Source: an optimization exercise on an open RTL-to-GDS flow (aim: small area). Production flows keep margins and buffers that such runs may drop.
Only simulation tests tie the RTL to the original design; equivalence was not proved.
Power is estimated from default activity; no workload was simulated.

==> flow/design.v <==
module pulse_filter_32ch (
    input              clk_20m   ,
    input              rst_n     ,
    input      [31:0]  pulse_in  ,
    input      [15:0]  filter_cfg,
    output reg [31:0]  pulse_out
);
    reg  [31:0]        stable_val;
    reg  [31:0]        running;           
    wire [31:0]        stable_nxt;
    wire [31:0]        running_nxt;
    wire               cfg_zero = ~|filter_cfg;
    genvar ch, k;
    generate
        for (ch = 0; ch < 32; ch = ch + 1) begin : g_ch
            reg  [15:0] cnt;
            wire [16:0] inc_c;       
            wire [16:0] ge_c;        
            wire [15:0] cnt_nxt;
            wire        diff = pulse_in[ch] ^ stable_val[ch];
            wire        ge   = (running[ch] & ge_c[16]) | cfg_zero;
            assign inc_c[0] = 1'b1;
            assign ge_c[0]  = 1'b1;
            for (k = 0; k < 16; k = k + 1) begin : g_bit
                assign inc_c[k+1] = inc_c[k] & cnt[k];
                assign ge_c[k+1]  = (cnt[k] & ~filter_cfg[k]) |
                                    ((cnt[k] | ~filter_cfg[k]) & ge_c[k]);
                if (k == 0) begin : g_lsb
                    assign cnt_nxt[k] = ~(running[ch] & cnt[k]);
                end else begin : g_msb
                    assign cnt_nxt[k] = running[ch] & (cnt[k] ^ inc_c[k]);
                end
            end
            assign running_nxt[ch] = diff & ~ge;
            assign stable_nxt[ch]  = stable_val[ch] ^ (diff & ge);
            always @(posedge clk_20m)
                cnt <= cnt_nxt;
        end
    endgenerate
    always @(posedge clk_20m or negedge rst_n) begin
        if (!rst_n) begin
            pulse_out   <= 32'd0;
            stable_val  <= 32'd0;
            running     <= 32'd0;
        end
        else begin
            stable_val  <= stable_nxt;
            running     <= running_nxt;
            pulse_out   <= stable_val;
        end
    end
endmodule
module top_pulse_filter (
    input              clk_20m        ,  
    input              rst_n          ,  
    input  [31:0]      pulse_raw      ,  
    input  [15:0]      filter_coeff   ,  
    output [31:0]      pulse_filtered    
);
    pulse_filter_32ch u_pulse_filter_32ch (
        .clk_20m     (clk_20m       ),
        .rst_n       (rst_n         ),
        .pulse_in    (pulse_raw     ),
        .filter_cfg  (filter_coeff  ),
        .pulse_out   (pulse_filtered)
    );
endmodule
==> flow/flow/run.sh <==
#!/bin/bash
# Own layout flow: the standard synthesis, then its combinational logic
# re-mapped for area by Yosys/ABC (registers kept as they are, same names and
# cells), then the standard ORFS layout from floorplan to finish.
set -euo pipefail
W=$PWD
R=$W/orfs/results/$FLOW_PLATFORM/top_pulse_filter/base
LIB=$FLOW_HOME/platforms/$FLOW_PLATFORM/lib/sky130_fd_sc_hd__tt_025C_1v80.lib
YOSYS=${YOSYS_EXE:-$(command -v yosys || echo "$FLOW_HOME/../tools/install/yosys/bin/yosys")}

# extra make variables for the layout steps
MK=(
  "BUFFER_PORTS_ARGS=-buffer_cell sky130_fd_sc_hd__buf_1"
)
if [[ -f flow/extra.mk ]]; then
  while IFS= read -r line; do [[ -n "$line" ]] && MK+=("$line"); done < flow/extra.mk
fi

# 1. standard synthesis
bash standard.sh "${MK[@]}" synth > synth_std.log 2>&1
cp "$R/1_2_yosys.v" "$W/synth_std.v"

# 2. re-map the combinational logic; the flip-flops stay black boxes
DU=$(grep -o 'cell *( *"*sky130_fd_sc_hd__\(lpflow\|probe\)[a-z0-9_]*' "$LIB" | sed 's/.*sky130/sky130/' | sort -u | sed 's/^/-dont_use /' | tr '\n' ' ')
FFS=$(grep -o 'sky130_fd_sc_hd__[a-z0-9]*df[a-z0-9_]*' "$W/synth_std.v" | sort -u | tr '\n' ' ')
sed "s#@LIB@#$LIB#g; s#@IN@#$W/synth_std.v#g; s#@OUT@#$W/synth_remap.v#g; s#@FFS@#$FFS#g; s#@ABC@#$W/flow/remap.abc#g; s#@DONTUSE@#$DU#g" \
  flow/remap.ys.in > "$W/remap.ys"
"$YOSYS" -s "$W/remap.ys" > remap.log 2>&1

# 3. the layout from the re-mapped netlist
cp "$W/synth_remap.v" "$R/1_2_yosys.v"
rm -f "$R/1_synth.odb" "$R/1_synth.sdc"
bash standard.sh "${MK[@]}" synth > synth_odb.log 2>&1
bash standard.sh "${MK[@]}" finish > finish.log 2>&1
test -f out/final.def
==> flow/flow/remap.abc <==
strash
dch
amap
strash
dch
amap
strash
dch
amap
strash
dch
amap
==> flow/flow/remap.ys.in <==
read_liberty -ignore_miss_func -overwrite @LIB@
read_verilog @IN@
hierarchy -top top_pulse_filter
blackbox @FFS@
flatten
rename -hide w:_*_.*
delete t:$scopeinfo
opt_clean
opt -purge
abc -liberty @LIB@ @DONTUSE@ -script @ABC@
opt_clean -purge
hilomap -singleton -hicell sky130_fd_sc_hd__conb_1 HI -locell sky130_fd_sc_hd__conb_1 LO
read_liberty -lib -overwrite @LIB@
stat -liberty @LIB@
write_verilog -noattr -noexpr -nohex -nodec @OUT@
==> flow/standard.sh <==
#!/bin/bash
# synth_recipe.tcl (not shown) runs the flow's synth.tcl, then flattens the netlist and writes it again
# the make line also repeats each setting of config.mk as NAME=value (left out here)
make -C /OpenROAD-flow-scripts/flow DESIGN_CONFIG=/design/flow/config.mk WORK_HOME=/design/flow/orfs CLKGATE_MAP_FILE= SYNTH_SCRIPT=/design/flow/synth_recipe.tcl "${@:-finish}"
==> flow/config.mk <==
export PLATFORM = sky130hd
export DESIGN_NAME = top_pulse_filter
export DESIGN_NICKNAME = top_pulse_filter
export VERILOG_FILES = /design/flow/design.v
export SDC_FILE = /design/flow/constraint.sdc
export NUM_CORES = 4
export LEC_CHECK = 0
export ABC_AREA = 1
export CAP_MARGIN = 20
export CORE_MARGIN = 2
export CORE_UTILIZATION = 60
export CTS_BUF_LIST = sky130_fd_sc_hd__clkbuf_16
export CTS_CLUSTER_DIAMETER = 100
export CTS_CLUSTER_SIZE = 24
export SLEW_MARGIN = 20
==> flow/constraint.sdc <==
create_clock -name core_clock -period 50.0 [get_ports {clk_20m}]
set_input_delay 10.0000 -clock core_clock [delete_from_list [all_inputs] [get_ports {clk_20m}]]
set_output_delay 10.0000 -clock core_clock [all_outputs]
set_load 0.01 [all_outputs]
==> results.txt, run 1 <==
Post-Route WL - 69010 um
core area - 43080 um2
hold_buf cts - 0
syn nets - 3253
crit path max fanout - 18
crit path capture type - flip-flop
Critical Path Source Type - input pin
fill cell count - 3690
num rows - 76
Die Ht - 212.7 um
worst setup slack after layout - 36.17 ns
critical path data required time - 50.53 ns
Hold Path Class - reg -> reg
worst rel slew slack - 32.61%
outcome - complete, no violations
CTS root buf - clkbuf_16
final setup violating endpoints - 0
Antenna Cells - 0
Slowest cell on crit path - clkinv_1
fin util - 65.56%
CTS max path bufs - 3
unrepaired setup endpoints after global routing - no
post-place setup slack - 35.60 ns
most frequent cells in the layout - dfxtp_1, nor2_1, clkinv_1, o21ai_0, nand2_1
Syn Std Cell Area - 26130 um2
worst stage delay on the critical path - 0.58 ns
Top-Level Pins - 82
setup bufs post-CTS - 0
Peak VDD IR - 0.02715 mV
layout cells sized above 1 - 2.259%
gr ovfl total - 0
DR vias/cell - 6.025
R2R cell count - 27
Port Buffers - 81
setup_tns - 0 ns
fmax - 0.07232 GHz
CTS clk-pin slew, worst paths - 0.10 ns
hold path cells - 1
synth warn - 1
die area - 45240 um2
post-layout net count - 3398
via count - 23800
Initial Utilization - 60.67%
H-tree depth - 1
number of global-route vias before repair - 21452
Post-Synthesis Cells - 3203
Setup Crit Path Kind - in -> reg
Worst Clk Skew - 0.02164 ns
Clk Latency, worst-skew pair - 0.62 ns
period utilisation layout - 27.65%
Worst R2R Setup Slack - 46.35 ns
DR DRC count - 0
largest net degree at the start of global routing - 57
Final HPWL DP - 43950 um
worst slew pin tran - 1.009 ns
Final ANT Viol Nets - 0
global-route wire length before repair - 109300 um
CTS Sinks - 608
Iteration-0 DRC Markers - 1824
fin. max-slew vios - 0
total global-route track usage - 30.13%
Die Wd - 212.7 um
DR WL/cell - 17.47 um
initial antenna violation count - 0
DRT Pass-1 Iters - 6
post-layout min period - 13.83 ns
Placer Congestion - 0.8031
synthesized area per cell - 8.159 um2
CTS tree - yes
standby leakage power - 9.438 nW
most common cell after layout, fill and taps aside - dfxtp_1
TritonCTS buffer count - 29
Pwr per Cell Area - 36.68 nW/um2
final hold violation count - 0
Max-Cap Viols - 0
post-CTS sizing - 0
crit path DAT - 14.35 ns
Area growth syn-to-layout - 8.062%
==> layer usage <==
metal,vias to the layer above,share of wire (%),track usage [%]
met5,-,0,0
met4,0,2.6,8.802
met3,101,6.1,2.795
met2,635,45,50.32
met1,11123,46,41.73
li1,11941,-,-
==> critical path: cells and delay by family <==
kind | cells | cell delay (ns)
compound gates | 22 | 2.69
simple gates | 5 | 0.69
buf+inv | 3 | 0.99
==> cell type report <==
| class | count | area [um2] | area share, % |
|---|---|---|---|
| Sequential cell | 608 | 12650 | 44.80 |
| Multi-Input combinational cell | 2159 | 11850 | 41.97 |
| Inverter | 436 | 1637 | 5.795 |
| Tap cell | 585 | 732.0 | 2.592 |
| Clock buffer | 29 | 725.7 | 2.570 |
| Timing Repair Buffer | 114 | 559.3 | 1.980 |
| Clock inverter | 19 | 83.83 | 0.2968 |
==> power breakdown <==
| part | internal [mW] | total (mW) | switching, mW |
|---|---|---|---|
| combinational | 0.0600 | 0.171 | 0.111 |
| clock | 0.106 | 0.261 | 0.155 |
| sequential | 0.545 | 0.604 | 0.0584 |
| total | 0.711 | 1.04 | 0.325 |
==> final timing paths <==
kind                                                               end                                        start
max reg2reg                   u_pulse_filter_32ch.running[0]$_DFF_PN0_   u_pulse_filter_32ch.g_ch[0].cnt[2]$_DFF_P_
min reg2reg                u_pulse_filter_32ch.g_ch[11].cnt[0]$_DFF_P_  u_pulse_filter_32ch.g_ch[11].cnt[0]$_DFF_P_
max in group asynchronous    u_pulse_filter_32ch.running[18]$_DFF_PN0_                                        rst_n
min                        u_pulse_filter_32ch.g_ch[11].cnt[0]$_DFF_P_  u_pulse_filter_32ch.g_ch[11].cnt[0]$_DFF_P_
min in group asynchronous   u_pulse_filter_32ch.pulse_out[8]$_DFF_PN0_                                        rst_n
max                           u_pulse_filter_32ch.running[0]$_DFF_PN0_                              filter_coeff[0]
==> registers in the layout (all words and copies together) (netlist names), named ones only <==
signal and flops:
u_pulse_filter_32ch.g_ch.cnt 512, u_pulse_filter_32ch.pulse_out 32, u_pulse_filter_32ch.running 32
==> per-stage QoR <==
step	cells	cell area (um2)	hold slack [ns]	power [mW]
final	3950	28240	0.3937	1.036
after global routing	3950	28240	0.4168	1.088
after CTS	3950	28240	0.3946	1.040
after detailed placement	3902	27430	0.3726	0.7818
after global placement	3902	27430	0.3709	0.7724
after floorplan	3203	26130	0.3620	0.7151
==> inputs of run 2 (changes only) <==
--- a/flow/design.v
+++ b/flow/design.v
@@ -13,7 +13,8 @@
     genvar ch, k;
     generate
         for (ch = 0; ch < 32; ch = ch + 1) begin : g_ch
-            reg  [15:0] cnt;
+            reg  [15:0] cnt_n;       
+            wire [15:0] cnt = ~cnt_n;
             wire [16:0] inc_c;       
             wire [16:0] ge_c;        
             wire [15:0] cnt_nxt;
@@ -34,7 +35,7 @@
             assign running_nxt[ch] = diff & ~ge;
             assign stable_nxt[ch]  = stable_val[ch] ^ (diff & ge);
             always @(posedge clk_20m)
-                cnt <= cnt_nxt;
+                cnt_n <= ~cnt_nxt;
         end
     endgenerate
     always @(posedge clk_20m or negedge rst_n) begin
==> flow/config.mk (replaced) <==
export PLATFORM = sky130hd
export DESIGN_NAME = top_pulse_filter
export DESIGN_NICKNAME = top_pulse_filter
export VERILOG_FILES = /design/flow/design.v
export SDC_FILE = /design/flow/constraint.sdc
export NUM_CORES = 4
export LEC_CHECK = 0
export ABC_AREA = 1
export CAP_MARGIN = 0
export CORE_MARGIN = 2
export CORE_UTILIZATION = 60
export CTS_BUF_LIST = sky130_fd_sc_hd__clkbuf_8
export CTS_CLUSTER_DIAMETER = 100
export CTS_CLUSTER_SIZE = 14
export SLEW_MARGIN = 0
==> run 2 against run 1 <==
Net effect: still clean; fmax is 0.76% higher; non-clock buffer count is 3 lower; critical path depth is 4 lower; die area is 1.0% lower; combinational power is 42% lower; clock skew is 0.0087 ns higher; clock power is 2% lower; synthesized area is 1.0% lower; first-iteration DRC count is 5.0% lower; count of clock-buffer cells in the layout is 22 higher; critical endpoint is now u_pulse_filter_32ch.running[11]$_DFF_PN0_.
==> results.txt, run 2 <==
outcome - complete, no violations (unchanged)
grt peak-use layer - met2 (unchanged)
Syn Std Cell Area - 25870 um2 (was 26130 um2)
Worst R2R Start - u_pulse_filter_32ch.g_ch[29].cnt_n[0]$_DFF_P_ (was u_pulse_filter_32ch.g_ch[0].cnt[2]$_DFF_P_)
worst setup slack after layout - 36.28 ns (was 36.17 ns)
syn nets - 3252 (was 3253)
FF+latch area - 12650 um2 (unchanged)
Worst Clk Skew - 0.03039 ns (was 0.02164 ns)
die area - 44790 um2 (was 45240 um2)
core area - 42790 um2 (was 43080 um2)
Placer Congestion - 0.7932 (was 0.8031)
post-layout net count - 3414 (was 3398)
final setup violating endpoints - 0 (unchanged)
setup bufs post-CTS - 0 (unchanged)
Final Instance Count excl. Fillers - 3936 (was 3950)
Die Ht - 211.6 um (was 212.7 um)
Pwr per Cell Area - 32.63 nW/um2 (was 36.68 nW/um2)
synthesized area per cell - 8.078 um2 (was 8.159 um2)
Largest Register - u_pulse_filter_32ch.g_ch.cnt_n (was u_pulse_filter_32ch.g_ch.cnt)
TritonCTS buffer count - 49 (was 29)
setup_tns - 0 ns (unchanged)
Hold Path Class - reg -> reg (unchanged)
post-CTS sizing - 0 (unchanged)
synth warn - 1 (unchanged)
most common cell after layout, fill and taps aside - nand2_1 (was dfxtp_1)
CTS clk-pin slew, worst paths - 0.09 ns (was 0.10 ns)
global-route wire length before repair - 108000 um (was 109300 um)
post-place setup slack - 35.64 ns (was 35.60 ns)
number of global-route vias before repair - 21790 (was 21452)
crit path max fanout - 36 (was 18)
worst rel slew slack - 27.26% (was 32.61%)
Post-Route WL - 66790 um (was 69010 um)
Post-Synthesis Cells - 3202 (was 3203)
Power, Total - 0.9106 mW (was 1.036 mW)
DR WL/cell - 16.97 um (was 17.47 um)
Clk Latency, worst-skew pair - 0.68 ns (was 0.62 ns)
multi-input logic area - 11600 um2 (was 11850 um2)
fmax - 0.07287 GHz (was 0.07232 GHz)
Final HPWL DP - 41710 um (was 43950 um)
crit path capture type - flip-flop (unchanged)
met3 Usage GRT - 4.703% (was 2.795%)
standby leakage power - 9.876 nW (was 9.438 nW)
Initial Utilization - 60.45% (was 60.67%)
DR DRC count - 0 (unchanged)
final hold violation count - 0 (unchanged)
max FFs per register - 512 (unchanged)
CTS tree - yes (unchanged)
Antenna Cells - 0 (unchanged)
Iteration-0 DRC Markers - 1733 (was 1824)
layout cells sized above 1 - 3.038% (was 2.259%)
DR vias/cell - 6.010 (was 6.025)
num rows - 76 (unchanged)
met1 Usage GRT - 39.73% (was 41.73%)
hold_buf cts - 0 (unchanged)
period utilisation layout - 27.45% (was 27.65%)
Peak VDD IR - 0.02711 mV (was 0.02715 mV)
Max-Cap Viols - 0 (unchanged)
Area growth syn-to-layout - 7.904% (was 8.062%)
met2 usage - 50.28% (was 50.32%)
crit path DAT - 14.30 ns (was 14.35 ns)
gr ovfl total - 0 (unchanged)
Setup Crit Path Kind - in -> reg (unchanged)
Worst R2R End - u_pulse_filter_32ch.running[29]$_DFF_PN0_ (was u_pulse_filter_32ch.running[0]$_DFF_PN0_)
largest net degree at the start of global routing - 59 (was 57)
biggest registers after layout - u_pulse_filter_32ch.g_ch.cnt_n (512), u_pulse_filter_32ch.pulse_out (32), u_pulse_filter_32ch.running (32) (was u_pulse_filter_32ch.g_ch.cnt (512), u_pulse_filter_32ch.pulse_out (32), u_pulse_filter_32ch.running (32))
worst slew pin tran - 1.084 ns (was 1.009 ns)
Critical Path End - u_pulse_filter_32ch.running[11]$_DFF_PN0_ (was u_pulse_filter_32ch.running[0]$_DFF_PN0_)
CTS root buf - clkbuf_8 (was clkbuf_16)
CTS Sinks - 608 (unchanged)
Critical Path Source Type - input pin (unchanged)
unrepaired setup endpoints after global routing - no (unchanged)
DRT Pass-1 Iters - 5 (was 6)
fill cell count - 3765 (was 3690)
post-layout min period - 13.72 ns (was 13.83 ns)
placed insts - 3859 (was 3902)
Port Buffers - 81 (unchanged)
total global-route track usage - 30.06% (was 30.13%)
via count - 23656 (was 23800)
critical path startpoint - filter_coeff[2] (was filter_coeff[0])
CTS max path bufs - 3 (unchanged)
Worst R2R Setup Slack - 46.36 ns (was 46.35 ns)
Final ANT Viol Nets - 0 (unchanged)
hold slack - 0.4069 ns (was 0.3937 ns)
most frequent cells in the layout - nand2_1, dfxtp_1, clkinv_1, nor2_1, o211ai_1 (was dfxtp_1, nor2_1, clkinv_1, o21ai_0, nand2_1)
Top-Level Pins - 82 (unchanged)
initial antenna violation count - 1 (was 0)
H-tree depth - 2 (was 1)
fin. max-slew vios - 0 (unchanged)
R2R cell count - 24 (was 27)
critical path data required time - 50.58 ns (was 50.53 ns)
Die Wd - 211.6 um (was 212.7 um)
[run 2: power breakdown]
group,leakage (nW),total (mW),switching [mW],internal (mW)
Combinational,4.09,0.100,0.0627,0.0373
Clock,0.499,0.255,0.161,0.0939
Sequential,5.29,0.555,0.0388,0.517
Total,9.88,0.911,0.263,0.648
[run 2: per-layer routing]
metal  vias to the layer above  wire [um]
met5                         -          0
met3                       144       4116
met4                         0       2097
met2                       663      30380
met1                     11004      30190
li1                      11845          -
[run 2: worst min path at each step]
stage | from | endpoint | slack, ns | depth (start not counted)
floorplan | flip-flop | u_pulse_filter_32ch.pulse_out[10]$_DFF_PN0_ | 0.38 | 0
global placement | flip-flop | u_pulse_filter_32ch.pulse_out[12]$_DFF_PN0_ | 0.38 | 0
detailed placement | flip-flop | u_pulse_filter_32ch.pulse_out[9]$_DFF_PN0_ | 0.39 | 0
CTS | flip-flop | u_pulse_filter_32ch.pulse_out[9]$_DFF_PN0_ | 0.41 | 0
global route | flip-flop | u_pulse_filter_32ch.pulse_out[6]$_DFF_PN0_ | 0.43 | 0
finish | flip-flop | u_pulse_filter_32ch.pulse_out[6]$_DFF_PN0_ | 0.41 | 0
[run 2: final cells by class]
cell class,count,area share (%)
Inverter,430,5.783
Clock buffer,51,2.515
Multi-Input combinational cell,2164,41.56
Sequential cell,608,45.33
Clock inverter,26,0.3810
Timing Repair Buffer,111,1.981
Tap cell,546,2.448
[run 2: stage by stage]
step / util (%) / area [um2]
finish: 65.23 / 27910
global route: 65.23 / 27910
CTS: 65.23 / 27910
detailed placement: 63.34 / 27100
global placement: 63.34 / 27100
floorplan: - / 25870
[run 2: critical path, stage by stage]
cell	delay, ns
clkbuf_2	0.08
buf_4	0.46
clkinv_1	0.27
buf_4	0.33
a221oi_1	0.34
a21oi_1	0.07
o21ai_0	0.10
a31oi_1	0.13
o22ai_1	0.14
o21ai_0	0.10
o211ai_1	0.13
o221ai_1	0.14
o21ai_0	0.12
o21ai_0	0.12
o21ai_0	0.11
a21o_1	0.13
o221a_1	0.17
a221oi_1	0.05
o21bai_1	0.20
o21ai_0	0.10
o221ai_1	0.18
nand2_1	0.11
nor2_1	0.06
nor2_1	0.26
clkinv_1	0.14
a221oi_1	0.22

[port drivers added, routing unchanged]
No port has a modelled driver above. Below, the same layouts with a new extraction and two added sets of constraints. Step 1 (the two cells are an assumption about what drives the block):
set clk [get_ports {clk_20m}]
set_driving_cell -lib_cell sky130_fd_sc_hd__clkbuf_16 $clk
set_driving_cell -lib_cell sky130_fd_sc_hd__buf_2 [delete_from_list [all_inputs] $clk]
Step 2 times the ports against the registers' clock, not the clock port: input delays grow and output delays shrink by t, the midpoint of the rising clock arrivals with the driver on. Three values: ideal ports, drivers, drivers and shift; two values: the first two.
run | t, ns | slack for setup (ns) | latest minus earliest clock arrival (ns) | cell pins on the clock port's net
run 1 | 0.667 | 36.173 / 36.203 / 35.536 | 0.024 / 0.024 | 1
run 2 | 0.716 | 36.277 / 36.305 / 35.589 | 0.044 / 0.044 | 1
After both steps every run listed still meets setup and hold. For run 2, which loses most, drivers alone change the setup slack by +0.028 ns; drivers and shift together by -0.688 ns.
